Background: an optimization exercise with open tools, aiming at small area, a short achievable clock period and few clock cycles. Do not read the settings as production practice.
Function was not checked in any run shown here: the RTL went through the layout flow alone.
Power and IR drop assume default switching activity.

$ cat flow/design.v
module ALU(
    input  [31:0] A, B,
    input         Sub, Add, Xor, Or, And, ShiftL, ShiftR, Sra, Slt, Sltu,
    output [31:0] Result,
    output        Eq, Lt, Ltu
);
    wire [31:0] Bx  = Sub ? ~B : B;
    wire [32:0] Sum = {1'b0, A} + {1'b0, Bx} + {32'd0, Sub};
    assign Ltu = ~Sum[32];
    assign Lt  = (A[31] ^ B[31]) ? A[31] : Sum[31];
    assign Eq  = (A == B);
    function [31:0] rev(input [31:0] x);
        integer i;
        for (i = 0; i < 32; i = i + 1) rev[i] = x[31 - i];
    endfunction
    wire [31:0] ShIn  = ShiftL ? rev(A) : A;
    wire        Fill  = Sra & A[31] & ~ShiftL;
    wire [32:0] ShTmp = $signed({Fill, ShIn}) >>> B[4:0];
    wire [31:0] ShOut = ShiftL ? rev(ShTmp[31:0]) : ShTmp[31:0];
    assign Result = ({32{Add}} & Sum[31:0]) |
                    ({32{Xor}} & (A ^ B)) |
                    ({32{Or}}  & (A | B)) |
                    ({32{And}} & (A & B)) |
                    ({32{ShiftL | ShiftR}} & ShOut) |
                    {31'd0, (Slt & Lt) | (Sltu & Ltu)};
endmodule
module Control_Unit(
    input  [6:0] opcode,
    output isR, isI, isLoad, isStore, isBranch, isLUI, isAUIPC, isJAL, isJALR
);
    assign isR      = (opcode == 7'b0110011);
    assign isI      = (opcode == 7'b0010011);
    assign isLoad   = (opcode == 7'b0000011);
    assign isStore  = (opcode == 7'b0100011);
    assign isBranch = (opcode == 7'b1100011);
    assign isLUI    = (opcode == 7'b0110111);
    assign isAUIPC  = (opcode == 7'b0010111);
    assign isJAL    = (opcode == 7'b1101111);
    assign isJALR   = (opcode == 7'b1100111);
endmodule
module Extend(In, Imm_Ext);
    input  [31:0] In;
    output reg [31:0] Imm_Ext;
    wire [6:0] op = In[6:0];
    always @(*) begin
        case (op)
            7'b0100011: Imm_Ext = {{20{In[31]}}, In[31:25], In[11:7]};                       
            7'b1100011: Imm_Ext = {{19{In[31]}}, In[31], In[7], In[30:25], In[11:8], 1'b0};  
            7'b0110111,
            7'b0010111: Imm_Ext = {In[31:12], 12'b0};                                        
            7'b1101111: Imm_Ext = {{11{In[31]}}, In[31], In[19:12], In[20], In[30:21], 1'b0};  
            default:    Imm_Ext = {{20{In[31]}}, In[31:20]};                                 
        endcase
    end
endmodule
module Register_file(clk, WE3, WD3, A1, A2, A3, RD1, RD2);
    input clk, WE3;
    input  [4:0]  A1, A2, A3;
    input  [31:0] WD3;
    output [31:0] RD1, RD2;
    reg [31:0] Register [1:31];
    always @(posedge clk) begin
        if (WE3 & (A3 != 5'h00))
            Register[A3] <= WD3;
    end
    assign RD1 = Register[A1];
    assign RD2 = Register[A2];
endmodule
module Hazard_unit(
    input  [4:0] Rs1_D, Rs2_D,
    input  [4:0] Rs1_E, Rs2_E, Rd_E,
    input        MemReadE, PCSrcE,
    input        RegWriteM, RegWriteW,
    input  [4:0] Rd_M, Rd_W,
    output reg [1:0] ForwardAE,
    output reg [1:0] ForwardBE,
    output StallF, StallD, FlushD, FlushE
);
    wire lwStall = MemReadE && (Rd_E != 5'h00) && ((Rd_E == Rs1_D) || (Rd_E == Rs2_D));
    assign StallF = lwStall;
    assign StallD = lwStall;
    assign FlushD = PCSrcE;
    assign FlushE = lwStall | PCSrcE;
    always @(*) begin
        if (RegWriteM && (Rd_M != 5'h00) && (Rd_M == Rs1_E))
            ForwardAE = 2'b10;
        else if (RegWriteW && (Rd_W != 5'h00) && (Rd_W == Rs1_E))
            ForwardAE = 2'b01;
        else
            ForwardAE = 2'b00;
        if (RegWriteM && (Rd_M != 5'h00) && (Rd_M == Rs2_E))
            ForwardBE = 2'b10;
        else if (RegWriteW && (Rd_W != 5'h00) && (Rd_W == Rs2_E))
            ForwardBE = 2'b01;
        else
            ForwardBE = 2'b00;
    end
endmodule
module Branch_Jump_Control(
    input  [2:0] funct3,
    input        Eq, Lt, Ltu,
    output reg   Taken
);
    always @(*) begin
        case (funct3)
            3'b000:  Taken = Eq;
            3'b001:  Taken = ~Eq;
            3'b100:  Taken = Lt;
            3'b101:  Taken = ~Lt;
            3'b110:  Taken = Ltu;
            3'b111:  Taken = ~Ltu;
            default: Taken = 1'b0;
        endcase
    end
endmodule
module RV32I_Processor(
    input         clk,
    input         rst,
    output [31:0] imem_addr,
    input  [31:0] imem_rdata,
    output [31:0] dmem_addr,
    output [31:0] dmem_wdata,
    output        dmem_we,
    input  [31:0] dmem_rdata
);
    reg        RegWriteW, LoadW, MemWriteW;
    reg [4:0]  RdW;
    reg [31:0] ResultW, WriteDataW;
    wire [31:0] WBDataW = LoadW ? dmem_rdata : ResultW;
    reg  [31:2] PCF;
    wire [31:2] PCPlus4F = PCF + 30'd1;
    assign imem_addr = {PCF, 2'b00};
    reg         ValidD;
    reg  [31:0] InstrD;
    reg  [31:2] PCD;
    wire [6:0] opD = InstrD[6:0];
    wire [2:0] f3D = InstrD[14:12];
    wire [4:0] Rs1D = InstrD[19:15];
    wire [4:0] Rs2D = InstrD[24:20];
    wire [4:0] RdD  = InstrD[11:7];
    wire [14:0] dec;
    wire isRD, isID, isLoadD, isStoreD, isBranchD, isLUID, isAUIPCD, isJALD, isJALRD;
    Control_Unit control (
        .opcode(opD),
        .isR(isRD), .isI(isID), .isLoad(isLoadD), .isStore(isStoreD),
        .isBranch(isBranchD), .isLUI(isLUID), .isAUIPC(isAUIPCD),
        .isJAL(isJALD), .isJALR(isJALRD)
    );
    wire usesRs1D = isRD | isID | isLoadD | isStoreD | isBranchD | isJALRD;
    wire usesRs2D = isRD | isStoreD | isBranchD;
    wire RegWriteD = ValidD & (isRD | isID | isLoadD | isLUID | isAUIPCD | isJALD | isJALRD)
                     & (RdD != 5'd0);
    wire [31:0] ImmD;
    Extend extension (.In(InstrD), .Imm_Ext(ImmD));
    wire [31:0] RD1D, RD2D;
    Register_file rf (
        .clk(clk), .WE3(RegWriteW), .WD3(WBDataW),
        .A1(Rs1D), .A2(Rs2D), .A3(RdW),
        .RD1(RD1D), .RD2(RD2D)
    );
    reg         ValidE, RegWriteE, LoadE, StoreE, BranchE, JumpLinkE, JALRE, PredTakenE;
    reg  [4:0]  RdE;
    wire StallD = ValidE & LoadE & RegWriteE &
                  ((usesRs1D & (RdE == Rs1D)) | (usesRs2D & (RdE == Rs2D)));
    wire PredTakenD = isJALD | (isBranchD & InstrD[31]);
    wire [31:2] TargetD = PCD + ImmD[31:2];
    wire [31:2] PCPlus4D = PCD + 30'd1;
    wire RedirectD = ValidD & PredTakenD & ~StallD;
    wire RedirectE;
    wire [31:2] TargetE;
    always @(posedge clk or posedge rst) begin
        if (rst)
            PCF <= 30'd0;
        else if (RedirectE)
            PCF <= TargetE;
        else if (!StallD)
            PCF <= RedirectD ? TargetD : PCPlus4F;
    end
    always @(posedge clk or posedge rst) begin
        if (rst)
            ValidD <= 1'b0;
        else if (RedirectE | RedirectD)
            ValidD <= 1'b0;
        else if (!StallD)
            ValidD <= 1'b1;
    end
    always @(posedge clk) begin
        if (!StallD) begin
            InstrD <= imem_rdata;
            PCD    <= PCF;
        end
    end
    wire [31:0] Rs1ValD = (Rs1D == 5'd0) ? 32'd0 :
                          (RegWriteW && RdW == Rs1D) ? WBDataW : RD1D;
    wire [31:0] Rs2ValD = (Rs2D == 5'd0) ? 32'd0 :
                          (RegWriteW && RdW == Rs2D) ? WBDataW : RD2D;
    wire [31:0] OpAD = isAUIPCD ? {PCD, 2'b00} : isLUID ? 32'd0 : Rs1ValD;
    wire        BImmD = ~(isRD | isBranchD);
    wire [31:0] OpBD = BImmD ? ImmD : Rs2ValD;
    wire FwdHitE1 = ValidE & RegWriteE & (RdE == Rs1D);
    wire FwdHitE2 = ValidE & RegWriteE & (RdE == Rs2D);
    reg  [31:0] OpAE, OpBE, StoreDataE;
    reg  [31:2] AltE;
    reg         FwdAE, FwdBE, FwdSE;
    reg  [2:0]  f3E;
    reg         SubE, SraE, ShiftLE, ShiftRE, SltE, SltuE, XorE, OrE, AndE, AddE;
    always @(posedge clk or posedge rst) begin
        if (rst) begin
            ValidE    <= 1'b0;
            RegWriteE <= 1'b0;
            LoadE     <= 1'b0;
            StoreE    <= 1'b0;
            BranchE   <= 1'b0;
            JALRE     <= 1'b0;
        end else begin
            ValidE    <= ValidD & ~StallD & ~RedirectE;
            RegWriteE <= RegWriteD & ~StallD & ~RedirectE;
            LoadE     <= ValidD & isLoadD;
            StoreE    <= ValidD & isStoreD & ~StallD & ~RedirectE;
            BranchE   <= ValidD & isBranchD & ~StallD & ~RedirectE;
            JALRE     <= ValidD & isJALRD & ~StallD & ~RedirectE;
        end
    end
    wire isOpD = isRD | isID;
    always @(posedge clk) begin
        RdE        <= RdD;
        OpAE       <= OpAD;
        OpBE       <= OpBD;
        StoreDataE <= Rs2ValD;
        AltE       <= (isBranchD & ~InstrD[31]) ? TargetD : PCPlus4D;
        FwdAE      <= FwdHitE1 & usesRs1D;
        FwdBE      <= FwdHitE2 & ~BImmD;
        FwdSE      <= FwdHitE2;
        f3E        <= f3D;
        PredTakenE <= InstrD[31];
        JumpLinkE  <= isJALD | isJALRD;
        SubE    <= isBranchD | (isOpD & (f3D == 3'b010 | f3D == 3'b011)) | (isRD & f3D == 3'b000 & InstrD[30]);
        AddE    <= ~isOpD | (f3D == 3'b000);
        XorE    <= isOpD & (f3D == 3'b100);
        OrE     <= isOpD & (f3D == 3'b110);
        AndE    <= isOpD & (f3D == 3'b111);
        ShiftLE <= isOpD & (f3D == 3'b001);
        ShiftRE <= isOpD & (f3D == 3'b101);
        SraE    <= InstrD[30];
        SltE    <= isOpD & (f3D == 3'b010);
        SltuE   <= isOpD & (f3D == 3'b011);
    end
    wire [31:0] AE = FwdAE ? ResultW : OpAE;
    wire [31:0] BE = FwdBE ? ResultW : OpBE;
    wire [31:0] SE = FwdSE ? ResultW : StoreDataE;
    wire [31:0] ALUResultE;
    wire EqE, LtE, LtuE;
    ALU alu (
        .A(AE), .B(BE),
        .Sub(SubE), .Add(AddE), .Xor(XorE), .Or(OrE), .And(AndE),
        .ShiftL(ShiftLE), .ShiftR(ShiftRE), .Sra(SraE), .Slt(SltE), .Sltu(SltuE),
        .Result(ALUResultE), .Eq(EqE), .Lt(LtE), .Ltu(LtuE)
    );
    wire TakenE;
    Branch_Jump_Control bjc (
        .funct3(f3E), .Eq(EqE), .Lt(LtE), .Ltu(LtuE), .Taken(TakenE)
    );
    assign RedirectE = (BranchE & (TakenE ^ PredTakenE)) | JALRE;
    assign TargetE   = JALRE ? ALUResultE[31:2] : AltE;
    always @(posedge clk or posedge rst) begin
        if (rst) begin
            RegWriteW <= 1'b0;
            MemWriteW <= 1'b0;
        end else begin
            RegWriteW <= RegWriteE;
            MemWriteW <= StoreE;
        end
    end
    always @(posedge clk) begin
        LoadW      <= LoadE;
        RdW        <= RdE;
        ResultW    <= JumpLinkE ? {AltE, 2'b00} : ALUResultE;
        WriteDataW <= SE;
    end
    assign dmem_addr  = ResultW;
    assign dmem_wdata = WriteDataW;
    assign dmem_we    = MemWriteW;
endmodule
$ cat flow/constraint.sdc
create_clock -name core_clock -period 11.0 [get_ports {clk}]
set_input_delay 2.2000 -clock core_clock [delete_from_list [all_inputs] [get_ports {clk}]]
set_output_delay 2.2000 -clock core_clock [all_outputs]
set_load 0.01 [all_outputs]
$ cat flow/config.mk
export PLATFORM = sky130hd
export DESIGN_NAME = RV32I_Processor
export DESIGN_NICKNAME = RV32I_Processor
export VERILOG_FILES = /design/flow/design.v
export SDC_FILE = /design/flow/constraint.sdc
export NUM_CORES = 4
export LEC_CHECK = 0
export CAP_MARGIN = 20
export CORE_MARGIN = 2
export CORE_UTILIZATION = 40
export PLACE_DENSITY = 0.6
export SLEW_MARGIN = 20
$ cat flow/run.sh
#!/bin/bash
# synth_recipe.tcl (not shown) runs the flow's synth.tcl, then flattens the netlist and writes it again
# the make line also repeats each setting of config.mk as NAME=value (left out here)
make -C /OpenROAD-flow-scripts/flow DESIGN_CONFIG=/design/flow/config.mk WORK_HOME=/design/flow/orfs CLKGATE_MAP_FILE= SYNTH_SCRIPT=/design/flow/synth_recipe.tcl finish
==> impl_results.md, run 1 <==
- Clk Latency, worst-skew pair: roughly 0.80 ns
- Distinct cells, synth: between 90 and 100
- Cell repeated most along the worst path: buf_4
- Layout area overhead: 13.4%
- Post-Syn Area: 67,700 µm²
- Global-route usage over all layers: 0.277
- Die Span Y: 415 µm
- Post-CTS Resized: 0
- Total number of vias: 44,895
- Die footprint: approximately 170,000 µm²
- Drc violations: 0
- Initial Util: 0.404
- Largest area contributor in the netlist: edfxtp_1
- Asr flop ratio synth: 0.0295
- Die W: 415 µm
- Hold bufs inserted after CTS: 0
- CTS Buffer Depth: 3
- Hold_ws: ~0.36 ns
- WP data arrival: 6.99 ns
- Final core occ: 0.458
- Mapped Cells: 4,607
- CTS clk-pin slew, worst paths: approximately 0.06 ns
- Primary FF master, synth: edfxtp_1
- Hold path cells: 0
- Final Max Slew Viols: 0
- DRT Wirelength: between 200,000 and 250,000 µm
- Yosys reg bits: around 1,300
- Final hold violation count: 0
- Area share of the leading cell type in the synthesized netlist: 0.468
- PwrDens: 193 nW/µm²
- Initial drt markers: between 6,000 and 7,000
- Final period util: 0.574
- Most frequent cells in the layout: edfxtp_1 (1,054), mux4_2 (579), nand2_1 (287)
- Post-CTS setup buffer count: 0
- Number of synthesized flops with an enable pin: around 1,100
- Wire per inst: about 35 µm
- XOR/XNOR share of the synthesized area: 0.0176
- Synthesis Warnings: 5
- Worst-case vdd ir drop: around 0.00017 V
- Crit path time final: 6.32 ns
- Core ar.: between 150,000 and 200,000 µm²
- Synth Area in Compound Gates: 0.0760
- Least-Margin Pin Slew: about 1.3 ns
- Worst reg2reg path depth: 16
- CTS Sinks: ~1,300
- Status: timing/DRC/antenna clean
- CTS root buf: clkbuf_16
- Setup slack, reg-to-reg: roughly 4.7 ns
- Max-slew headroom: 0.127
- Cts bufs inserted: about 140
- Largest net degree at the start of global routing: 91
- Final setup vio count: 0
- Htree depth: 4
- Initial DRT Pass Iterations: 6
- MaxCap Viol Count: 0
- Req. time, crit path: between 10 and 15 ns
- Critical Path, Cell by Cell: buf_4, mux2i_4, inv_2, a21boi_0, fa_1, a211oi_1, o211a_1, or3b_1, a211oi_2, o21a_1, o211ai_1, nor4_1, and3b_2, buf_4, or3_1, o221a_1
- Worst clock skew: ~0.027 ns
- Area contributors post-synth: edfxtp_1 (47%), mux4_2 (19%), dfxtp_1 (6.8%)
- Register area share after synthesis: 0.550
- Fmax: about 0.16 GHz
- FP Rows: 150
- Slowest cell on crit path: mux2i_4
- Ratio of cells with drive above 1 in the final layout: 0.231
- Main combinational cell family by area after synthesis: multiplexers
- Syn_area_per_cell: 14.7 µm²
- Synth Area in Adders: 0.0239
- Critical path's largest stage delay: approximately 0.90 ns
- Hold path start: LoadE
- Number of port buffers: 160
- Antenna violations before repair: 8
- Multiplexer area fraction after synthesis: 0.254
- Vias in the first global route: roughly 43,000
- CP Launch Type: flop
- Hold/Removal Path Class: flop to flop
- Commonest non-fill, non-tap cell in the layout: edfxtp_1
- First-pass GRT wire length: between 300,000 and 400,000 µm
- Post-Synth Simple-Gate Area: 0.0532
- Critical Path Sink Type: flop
- # nets final: between 4,000 and 5,000
- Hold Path End: LoadW
- Total negative slack: 0 ns
- Detailed placement HPWL: around 160,000 µm
- Crit Path Category: flop to flop
- RSZ-0062 raised after global routing: no
- Max FO, Critical Path: 40
- Fillcell total: ~15,000
- FF-to-FF End: PCF[31]
- TritonCTS clock tree: built
- Reg-to-reg startpoint: FwdBE
- Via density: between 6 and 7
- Lkg Pwr: 25.9 nW
- GRT Residual Overflow: 0
- Boundary Pins: roughly 160
- Final Wtd Congestion: 1.01
- Final antenna-violating net count: 0
-- registers in the layout (all words and copies together) (netlist names), 3 cells and up, named ones only --
name         cells
OpBE            32
InstrD          32
OpAE            32
RdE              5
PCF             30
StoreDataE      32
ResultW         32
RdW              5
PCD             30
AltE            30
WriteDataW      32
f3E              3
rf.Register    992
-- area by class of cell --
class | count | area (µm²) | area share
clock buffer | 188 | 3870 | 0.0504
timing repair buffer | 283 | 2560 | 0.0334
multi-input combinational | 2841 | 29100 | 0.379
clock inverter | 71 | 767 | 0.00999
antenna | 2 | 5.00 | 0.0000652
inverter | 122 | 460 | 0.00600
tap | 2204 | 2760 | 0.0359
sequential | 1322 | 37300 | 0.486
-- worst max-delay path: cells and delay by family, from the launching register on --
family,cells,cell delay [ns]
buf+inv,3,1.39
simple gates,4,1.42
compound gates,7,1.78
flops,1,0.31
mux,1,0.90
fa+ha+maj,1,0.32
-- metal layers --
layer  share of wire  global-route usage  vias up
li1                -                   -    18639
met1            0.38               0.354    23290
met2            0.47               0.441     2418
met3           0.079              0.0461      548
met4           0.073               0.175        0
met5               0                   0        -
-- per-stage QoR --
step | instance area, µm² | total power, mW | setup WS, ns | cells
after CTS | 76700 | 14.8 | 4.76 | 7030
after global placement | 72100 | 9.99 | 4.86 | 6771
after detailed placement | 72100 | 10.0 | 4.78 | 6771
final | 76700 | 14.8 | 4.68 | 7033
after global routing | 76700 | 15.3 | 4.44 | 7031
after floorplan | 67700 | 8.33 | 6.16 | 4608
-- power breakdown --
part | switching [mW] | total [mW] | internal [mW]
combinational | 2.04 | 3.22 | 1.17
sequential | 0.629 | 6.78 | 6.15
clock | 2.05 | 4.84 | 2.79
total | 4.72 | 14.8 | 10.1
-- synth_stat cells (48+ instances only) --
cell / instances
a211oi_1: 151
a21o_1: 49
a21oi_1: 206
buf_1: 69
clkbuf_1: 216
dfxtp_1: 229
edfxtp_1: 1054
ha_1: 126
inv_1: 115
mux2_2: 123
mux2i_1: 267
mux4_2: 579
nand2_1: 287
nand3_1: 68
nor2_1: 248
nor3_1: 48
o21ai_0: 174
xnor2_1: 88
xor2_1: 48
-- how the worst max path moves through the flow --
stage / start / to / slack (ns) / cells past startpoint
finish: FwdBE / PCF[31] / 4.68 / 16
global route: FwdBE / PCF[31] / 4.44 / 16
CTS: FwdBE / PCF[22] / 4.76 / 16
detailed placement: FwdBE / PCF[22] / 4.78 / 16
global placement: FwdBE / PCF[31] / 4.86 / 16
floorplan: FwdBE / PCF[22] / 6.16 / 19
-- cell families after synthesis --
| kind of cell | after synthesis |
|---|---|
| other | 1 |
| XOR/XNOR | 136 |
| multiplexers | 973 |
| flip-flops | 1322 |
| AO/OA/AOI/OAI | 798 |
| buffers and inverters | 445 |
| AND/OR/NAND/NOR | 804 |
| adder cells (fa/ha/maj) | 128 |
==> run 2: changes to the inputs <==
--- a/flow/design.v
+++ b/flow/design.v
@@ -130,7 +130,10 @@
     reg  [31:2] PCF;
     wire [31:2] PCPlus4F = PCF + 30'd1;
     assign imem_addr = {PCF, 2'b00};
-    reg         ValidD;
+    reg         BtbValid;
+    reg  [11:2] BtbTag, BtbTarget;
+    wire        BtbHitF = BtbValid & (PCF[31:12] == 20'd0) & (PCF[11:2] == BtbTag);
+    reg         ValidD, BtbHitD;
     reg  [31:0] InstrD;
     reg  [31:2] PCD;
     wire [6:0] opD = InstrD[6:0];
@@ -165,7 +168,9 @@
     wire PredTakenD = isJALD | (isBranchD & InstrD[31]);
     wire [31:2] TargetD = PCD + ImmD[31:2];
     wire [31:2] PCPlus4D = PCD + 30'd1;
-    wire RedirectD = ValidD & PredTakenD & ~StallD;
+    wire RedirectD = ValidD & PredTakenD & ~BtbHitD & ~StallD;
+    wire BtbAlloc  = ValidD & isBranchD & InstrD[31] & ~BtbHitD &
+                     (PCD[31:12] == 20'd0) & (TargetD[31:12] == 20'd0);
     wire RedirectE;
     wire [31:2] TargetE;
     always @(posedge clk or posedge rst) begin
@@ -174,7 +179,19 @@
         else if (RedirectE)
             PCF <= TargetE;
         else if (!StallD)
-            PCF <= RedirectD ? TargetD : PCPlus4F;
+            PCF <= RedirectD ? TargetD : BtbHitF ? {20'd0, BtbTarget} : PCPlus4F;
+    end
+    always @(posedge clk or posedge rst) begin
+        if (rst)
+            BtbValid <= 1'b0;
+        else if (BtbAlloc)
+            BtbValid <= 1'b1;
+    end
+    always @(posedge clk) begin
+        if (BtbAlloc) begin
+            BtbTag    <= PCD[11:2];
+            BtbTarget <= TargetD[11:2];
+        end
     end
     always @(posedge clk or posedge rst) begin
         if (rst)
@@ -186,8 +203,9 @@
     end
     always @(posedge clk) begin
         if (!StallD) begin
-            InstrD <= imem_rdata;
-            PCD    <= PCF;
+            InstrD  <= imem_rdata;
+            PCD     <= PCF;
+            BtbHitD <= BtbHitF;
         end
     end
     wire [31:0] Rs1ValD = (Rs1D == 5'd0) ? 32'd0 :
--- a/flow/config.mk
+++ b/flow/config.mk
@@ -5,8 +5,10 @@
 export SDC_FILE = /design/flow/constraint.sdc
 export NUM_CORES = 4
 export LEC_CHECK = 0
+export ABC_CLOCK_PERIOD_IN_PS = 3000
 export CAP_MARGIN = 20
 export CORE_MARGIN = 2
 export CORE_UTILIZATION = 40
 export PLACE_DENSITY = 0.6
+export SETUP_SLACK_MARGIN = 5
 export SLEW_MARGIN = 20
==> impl_results.md, run 2 <==
- Worst clock skew: about 0.072 ns
- Boundary Pins: around 160
- Switching share of total power: 0.333
- Total negative slack: 0 ns
- MaxCap Viol Count: 0
- Die W: ~420 µm
- CTS clk-pin slew, worst paths: about 0.06 ns
- Mapped Cells: ~4,800
- TritonCTS clock tree: built
- Req. time, crit path: about 11 ns
- Yosys reg bits: ~1,300
- Reg power frac: 0.451
- CTS root buf: clkbuf_16
- Fillcell total: 14,967
- Multi-input gate area: around 30,000 µm²
- GRT Residual Overflow: 0
- Final Max Slew Viols: 0
- Number of port buffers: 160
- Lkg Pwr: around 26 nW
- FF-to-FF End: BtbTarget[6]
- Htree depth: 4
- RSZ-0062 raised after global routing: no
- Crit. Startpoint: InstrD[2]
- Power share of the clock group: 0.320
- Initial Util: 0.403
- Hold/Removal Path Class: flop to flop
- Commonest non-fill, non-tap cell in the layout: edfxtp_1
- Largest Register: rf.Register
- Reg area: 37,900 µm²
- Status: timing/DRC/antenna clean
- Syn_area_per_cell: between 10 and 15 µm²
- Initial drt markers: between 5,000 and 6,000
- Die footprint: 176,000 µm²
- Drc violations: 0
- CP Launch Type: flop
- Ratio of cells with drive above 1 in the final layout: 0.234
- Most frequent cells in the layout: edfxtp_1 (1,075), mux4_2 (592), nand2_1 (309)
- Post-CTS setup buffer count: 0
- Die Span Y: 420 µm
- Crit path time final: 5.87 ns
- Largest area contributor in the netlist: edfxtp_1
- Cts bufs inserted: 145
- PnR worst setup slack: between 5 and 6 ns
- Area contributors post-synth: edfxtp_1 (47%), mux4_2 (19%), dfxtp_1 (6.6%)
- Least-Margin Pin Slew: 1.26 ns
- Final setup vio count: 0
- Commonest cells in the netlist: edfxtp_1 (1,075), mux4_2 (592), nand2_1 (310)
- First-pass GRT wire length: ~350,000 µm
- Antenna violations before repair: 20
- Final period util: 0.534
- Final Wtd Congestion: between 1 and 1.5
- Fmax: ~0.17 GHz
- Via density: between 6 and 7
- CTS Sinks: 1,344
- Switching Power: 5.20 mW
- CTS Buffer Depth: 3
- Global-route usage over all layers: 0.284
- Setup slack, reg-to-reg: roughly 5.1 ns
- # nets final: around 5,000
- Setup crit end: BtbTarget[6]
- Gate power share: 0.229
- Hold bufs inserted after CTS: 0
- DP Worst Slack: ~4.6 ns
- Reg-to-reg startpoint: InstrD[2]
- Register area share after synthesis: 0.547
- Critical Path Sink Type: flop
- WP data arrival: between 6 and 7 ns
- Internal Pwr Total: between 10 and 15 mW
- PwrDens: 199 nW/µm²
- Primary FF master, synth: edfxtp_1
- Initial DRT Pass Iterations: 5
- Synthesis Warnings: 5
- Number of synthesized flops with an enable pin: 1,075
- Final hold violation count: 0
- Total number of vias: between 40,000 and 50,000
- Core ar.: ~170,000 µm²
- DRT Wirelength: 252,000 µm
- Crit Path Category: flop to flop
- Vias in the first global route: ~45,000
- Detailed placement HPWL: 165,000 µm
- Max-slew headroom: 0.155
- FP Rows: roughly 150
- Top-count cell post-synth: edfxtp_1
- Worst-case vdd ir drop: roughly 0.00016 V
- Clk Latency, worst-skew pair: about 0.8 ns
- Area share of the leading cell type in the synthesized netlist: 0.466
- Max reg flops: slightly below 1,000
- Max FO, Critical Path: 13
- Distinct cells, synth: between 90 and 100
- Largest net degree at the start of global routing: roughly 120
- Worst reg2reg path depth: 15
- Wire per inst: roughly 35 µm
- Layout area overhead: 13.6%
- Post-Syn Area: 69,200 µm²
- Asr flop ratio synth: 0.0298
- Final antenna-violating net count: 0
-- run 2: cell types whose count changed after synthesis, sizes merged, moves of 13 or more --
cell    previous run  this run
a211oi           152       136
a21o              49        36
buf              107        91
clkbuf           216       249
edfxtp          1054      1075
mux2i            269       247
mux4             579       592
nand2            287       310
nor2             249       267
o21ai            189       216
xnor2             88       107
-- run 2: worst max-delay path, cell delays in order (launching register included) --
cell and delay, ns:
edfxtp_1 0.46, nand4bb_2 0.35, nor3b_1 0.24, buf_4 0.21
o21ai_0 0.19, ha_1 0.27, fa_1 0.47, a211oi_1 0.39
o21ai_1 0.28, and3_1 0.26, or3_1 0.36, a21oi_1 0.17
or4b_1 0.43, or4b_1 0.56, nor4b_4 0.45, and4b_4 0.42
-- run 2: area by class of cell --
type | instances | area share
flip-flops and latches | 1344 | 0.482
repair buffers | 279 | 0.0325
clock buffers | 186 | 0.0491
diodes | 14 | 0.000445
well taps | 2310 | 0.0367
inverters | 126 | 0.00611
multi-input cells | 2945 | 0.381
clock inverters | 81 | 0.0124
-- run 2: worst min path at each step --
stage,to,slack [ns],start,cells past startpoint
6_report,LoadW,0.33,LoadE,0
5_1_grt,LoadW,0.36,LoadE,0
4_1_cts,LoadW,0.33,LoadE,0
3_5_place_dp,MemWriteW,0.34,StoreE,0
3_3_place_gp,MemWriteW,0.35,StoreE,0
2_1_floorplan,MemWriteW,0.33,StoreE,0
-- run 2: power groups by stage --
stage | clock network (mW) | registers (mW) | logic (mW)
after floorplan | 0 | 6.68 | 2.03
after global placement | 0 | 7.12 | 3.46
after detailed placement | 0 | 7.11 | 3.47
after CTS | 5.06 | 7.01 | 3.49
after global routing | 5.25 | 7.03 | 3.80
final | 5.00 | 7.04 | 3.57
-- run 2: routing by layer --
layer  global-route usage  wire (µm)
met5                    0         92
met4                0.170      17200
met3               0.0624      22600
met1                0.365      95800
met2                0.440     116000
-- run 2: kinds of logic (layout without fill, tap and decap cells) --
kind of cell / after synthesis / in the layout / synth area share
AO/OA/AOI/OAI: 808 / 808 / 0.0755
XOR/XNOR: 150 / 150 / 0.0190
adder cells (fa/ha/maj): 128 / 128 / 0.0234
buffers and inverters: 466 / 672 / 0.0260
flip-flops: 1344 / 1344 / 0.547
multiplexers: 976 / 976 / 0.251
other: 1 / 16 / 0.0000542
AND/OR/NAND/NOR: 879 / 881 / 0.0582
-- run 2: what timing repair did --
action,in CTS,in global routing
pin swaps,0,1
gates resized for setup,2,11
setup endpoints to repair,21,50
gates cloned,0,2
-- run 2: metrics by stage --
step	instances	hold WS (ns)	utilization	power, mW	area (µm²)
2_1_floorplan	4753	0.331	-	8.72	69200
3_3_place_gp	7001	0.345	0.429	10.6	73700
3_5_place_dp	7001	0.340	0.429	10.6	73700
4_1_cts	7268	0.333	0.457	15.6	78500
5_1_grt	7275	0.355	0.458	16.1	78600
6_report	7285	0.331	0.458	15.6	78600
==> run 3: changes to the inputs <==
==> flow/flow/run.sh (new file) <==
#!/bin/bash
# Standard layout, with timing repair aiming for a larger setup slack.
set -euo pipefail
bash standard.sh SETUP_SLACK_MARGIN=7.8 finish > standard_flow.log 2>&1
==> flow/standard.sh (new file) <==
#!/bin/bash
# synth_recipe.tcl (not shown) runs the flow's synth.tcl, then flattens the netlist and writes it again
# the make line also repeats each setting of config.mk as NAME=value (left out here)
make -C /OpenROAD-flow-scripts/flow DESIGN_CONFIG=/design/flow/config.mk WORK_HOME=/design/flow/orfs CLKGATE_MAP_FILE= SYNTH_SCRIPT=/design/flow/synth_recipe.tcl "${@:-finish}"
--- a/flow/config.mk
+++ b/flow/config.mk
@@ -10,5 +10,4 @@
 export CORE_MARGIN = 2
 export CORE_UTILIZATION = 40
 export PLACE_DENSITY = 0.6
-export SETUP_SLACK_MARGIN = 5
 export SLEW_MARGIN = 20
removed: flow/run.sh
==> impl_results.md, run 3 <==
- Final core occ: 0.509
- Asr flop ratio synth: 0.0298
- Register area share after synthesis: 0.547
- Mapped Cells: 4,752
- Most frequent cells in the layout: edfxtp_1 (1,075), mux4_2 (592), buf_4 (325)
- Largest net degree at the start of global routing: 68
- Die footprint: ~180,000 µm²
- Number of port buffers: 160
- First-pass GRT wire length: about 380,000 µm
- Hold/Removal Path Class: flop to flop
- Cts bufs inserted: 143
- Final period util: 0.454
- CTS root buf: clkbuf_16
- CP bufs+invs: 2
- Critical Path, Cell by Cell: nand4bb_4, nor3b_4, buf_4, mux2i_1, nand2_1, nand2_2, ha_4, a21oi_4, o21ai_4, a221o_1, or3_4, a21oi_2, or4b_4, or4b_4, nor4b_4, buf_6, and4b_4
- Area after DPL: approximately 74,000 µm²
- Layout area overhead: 26.4%
- FP Rows: ~150
- GRT Residual Overflow: 0
- Post-Syn Area: between 60,000 and 70,000 µm²
- Worst clock skew: ~0.050 ns
- Global-route usage over all layers: 0.312
- TritonCTS clock tree: built
- Antenna violations before repair: 22
- Number of synthesized flops with an enable pin: ~1,100
- Max reg flops: just under 1,000
- Final Max Slew Viols: 0
- CP Launch Type: flop
- Slowest cell on crit path: or4b_4
- Via density: approximately 6.5
- Final antenna-violating net count: 0
- Drc violations: 0
- Cell repeated most along the worst path: or4b_4
- Top-count cell post-synth: edfxtp_1
- Largest Register: rf.Register
- Die Span Y: about 420 µm
- Status: timing/DRC/antenna clean
- Critical Path Sink Type: flop
- Initial DRT Pass Iterations: 8
- RSZ-0062 raised after global routing: yes
- Req. time, crit path: between 10 and 15 ns
- Initial Util: 0.403
- Final hold violation count: 0
- Largest area contributor in the netlist: edfxtp_1
- Crit path time final: roughly 5 ns
- PwrDens: ~200 nW/µm²
- Fillcell total: ~14,000
- Wire per inst: roughly 37 µm
- Commonest cells in the netlist: edfxtp_1 (1,075), mux4_2 (592), nand2_1 (310)
- WP data arrival: about 5.5 ns
- Vias in the first global route: 48,100
- Core ar.: between 150,000 and 200,000 µm²
- Total negative slack: 0 ns
- Hold bufs inserted after CTS: 0
- Synthesis Warnings: 5
- CTS Sinks: 1,344
- Lkg Pwr: approximately 30 nW
- DP Worst Slack: 4.88 ns
- Yosys reg bits: 1,344
- Detailed placement HPWL: roughly 160,000 µm
- Fmax: between 0.2 and 0.25 GHz
- Final setup vio count: 0
- CP top delay family: simple AND/OR/NAND/NOR gates
- Primary FF master, synth: edfxtp_1
- Max-slew headroom: 0.0748
- Area share of the leading cell type in the synthesized netlist: 0.466
- Commonest non-fill, non-tap cell in the layout: edfxtp_1
- Critical path's largest stage delay: slightly above 0.5 ns
- Worst-case vdd ir drop: 0.000153 V
- Crit Path Category: flop to flop
- # nets final: between 5,000 and 6,000
- Total number of vias: 50,014
- Max FO, Critical Path: 6
- DRT Wirelength: 281,000 µm
- Ratio of cells with drive above 1 in the final layout: 0.410
- Die W: approximately 420 µm
- CTS Buffer Depth: 3
- Post-Layout Inst Area: roughly 87,000 µm²
- Final Wtd Congestion: between 1 and 1.5
- Least-Margin Pin Slew: around 1.4 ns
- Syn_area_per_cell: between 10 and 15 µm²
- PnR worst setup slack: roughly 6 ns
- Distinct cells, synth: 91
- Boundary Pins: approximately 160
- Clk Latency, worst-skew pair: slightly above 0.8 ns
- MaxCap Viol Count: 0
- Initial drt markers: between 6,000 and 7,000
- CTS clk-pin slew, worst paths: ~0.060 ns
- Htree depth: 4
- Area contributors post-synth: edfxtp_1 (47%), mux4_2 (19%), dfxtp_1 (6.6%)
-- run 3: cell counts after synthesis --
No cell type changed its count.
-- run 3: cells by family after synthesis --
group / Yosys count / synth area share
adders and majority gates: 128 / 0.0234
DFF: 1344 / 0.547
AOI/OAI and AO/OA: 808 / 0.0755
xor gates and xnor gates: 150 / 0.0190
other: 1 / 0.0000542
muxes: 976 / 0.251
buffers and inverters: 466 / 0.0260
and+or+nand+nor: 879 / 0.0582
-- run 3: metrics by stage --
step / power, mW / cells / hold WS [ns]
floorplan: 8.82 / 4753 / 0.331
global placement: 10.7 / 6988 / 0.342
detailed placement: 10.7 / 6989 / 0.356
CTS: 17.0 / 7571 / 0.369
global route: 17.9 / 7672 / 0.382
finish: 17.5 / 7683 / 0.363
-- run 3: routing by layer --
layer / part of all wire / track usage / vias to the layer above
met5: 0.00067 / 0 / -
met2: 0.46 / 0.484 / 3282
met1: 0.36 / 0.393 / 25811
met3: 0.10 / 0.0716 / 849
li1: - / - / 20046
met4: 0.077 / 0.206 / 26
-- run 3: power by group --
part,leakage (nW),internal [mW],total [mW],switching (mW)
sequential,12.2,6.32,6.83,0.507
combinational,15.5,2.33,5.73,3.40
clock,2.31,2.80,4.98,2.18
-- run 3: final cells by class --
cell class                      count  area (µm²)  area share
Tap cell                         2310        2890      0.0330
Timing Repair Buffer              657        7180      0.0821
Sequential cell                  1344       38100       0.436
Clock buffer                      188        3870      0.0442
Inverter                          126         493     0.00564
Antenna cell                       13        32.5    0.000372
Timing Repair inverter              2        23.8    0.000272
Multi-Input combinational cell   2971       34000       0.388
Clock inverter                     72         918      0.0105
-- run 3: repair_timing --
item	in CTS	in global routing
gates cloned	53	8
buffers inserted	269	90
setup endpoints to repair	352	308
resized for setup	1232	218
pin swaps	98	94
-- run 3: path summary, 6_finish.rpt --
path / startpoint / slack, ns / to / cells after the start
setup / recovery: InstrD[3] / 6.01 / BtbTag[3] / 17
hold / removal: StoreE / 0.36 / MemWriteW / 0
setup reg to reg: InstrD[3] / 6.01 / BtbTag[3] / 17
max in group asynchronous: rst / 8.32 / JALRE / 2
hold reg to reg: StoreE / 0.36 / MemWriteW / 0
min in group asynchronous: rst / 1.98 / PCF[5] / 2

-- re-timing with driven ports --
In the flow no input, the clock included, has a driving cell. The finished layouts below were timed again as built, in two steps.
Step 1 sets driving cells, clkbuf_16 on the clock port and buf_2 on the other inputs (assumed; they add their load-dependent delay and slew).
Step 2 moves the port delays by t, midway between the first and last clock arrival at a register: inputs arrive t later, outputs are due t later. That takes back most of the time a late clock gives input paths.
Three values: ideal, step 1, step 2; two values: the first two.
| run | t (ns) | slack for setup (ns) | clock arrival spread, ns | worst slew at a driven data input, ns |
|---|---|---|---|---|
| run 1 | 0.874 | 4.682 / 4.682 / 4.682 | 0.036 / 0.036 | 0.08 |
| run 2 | 0.862 | 5.130 / 5.130 / 5.130 | 0.074 / 0.074 | 0.12 |
| run 3 | 0.865 | 6.007 / 6.007 / 6.007 | 0.052 / 0.052 | 0.12 |
After both steps setup and hold are still met in every run listed.
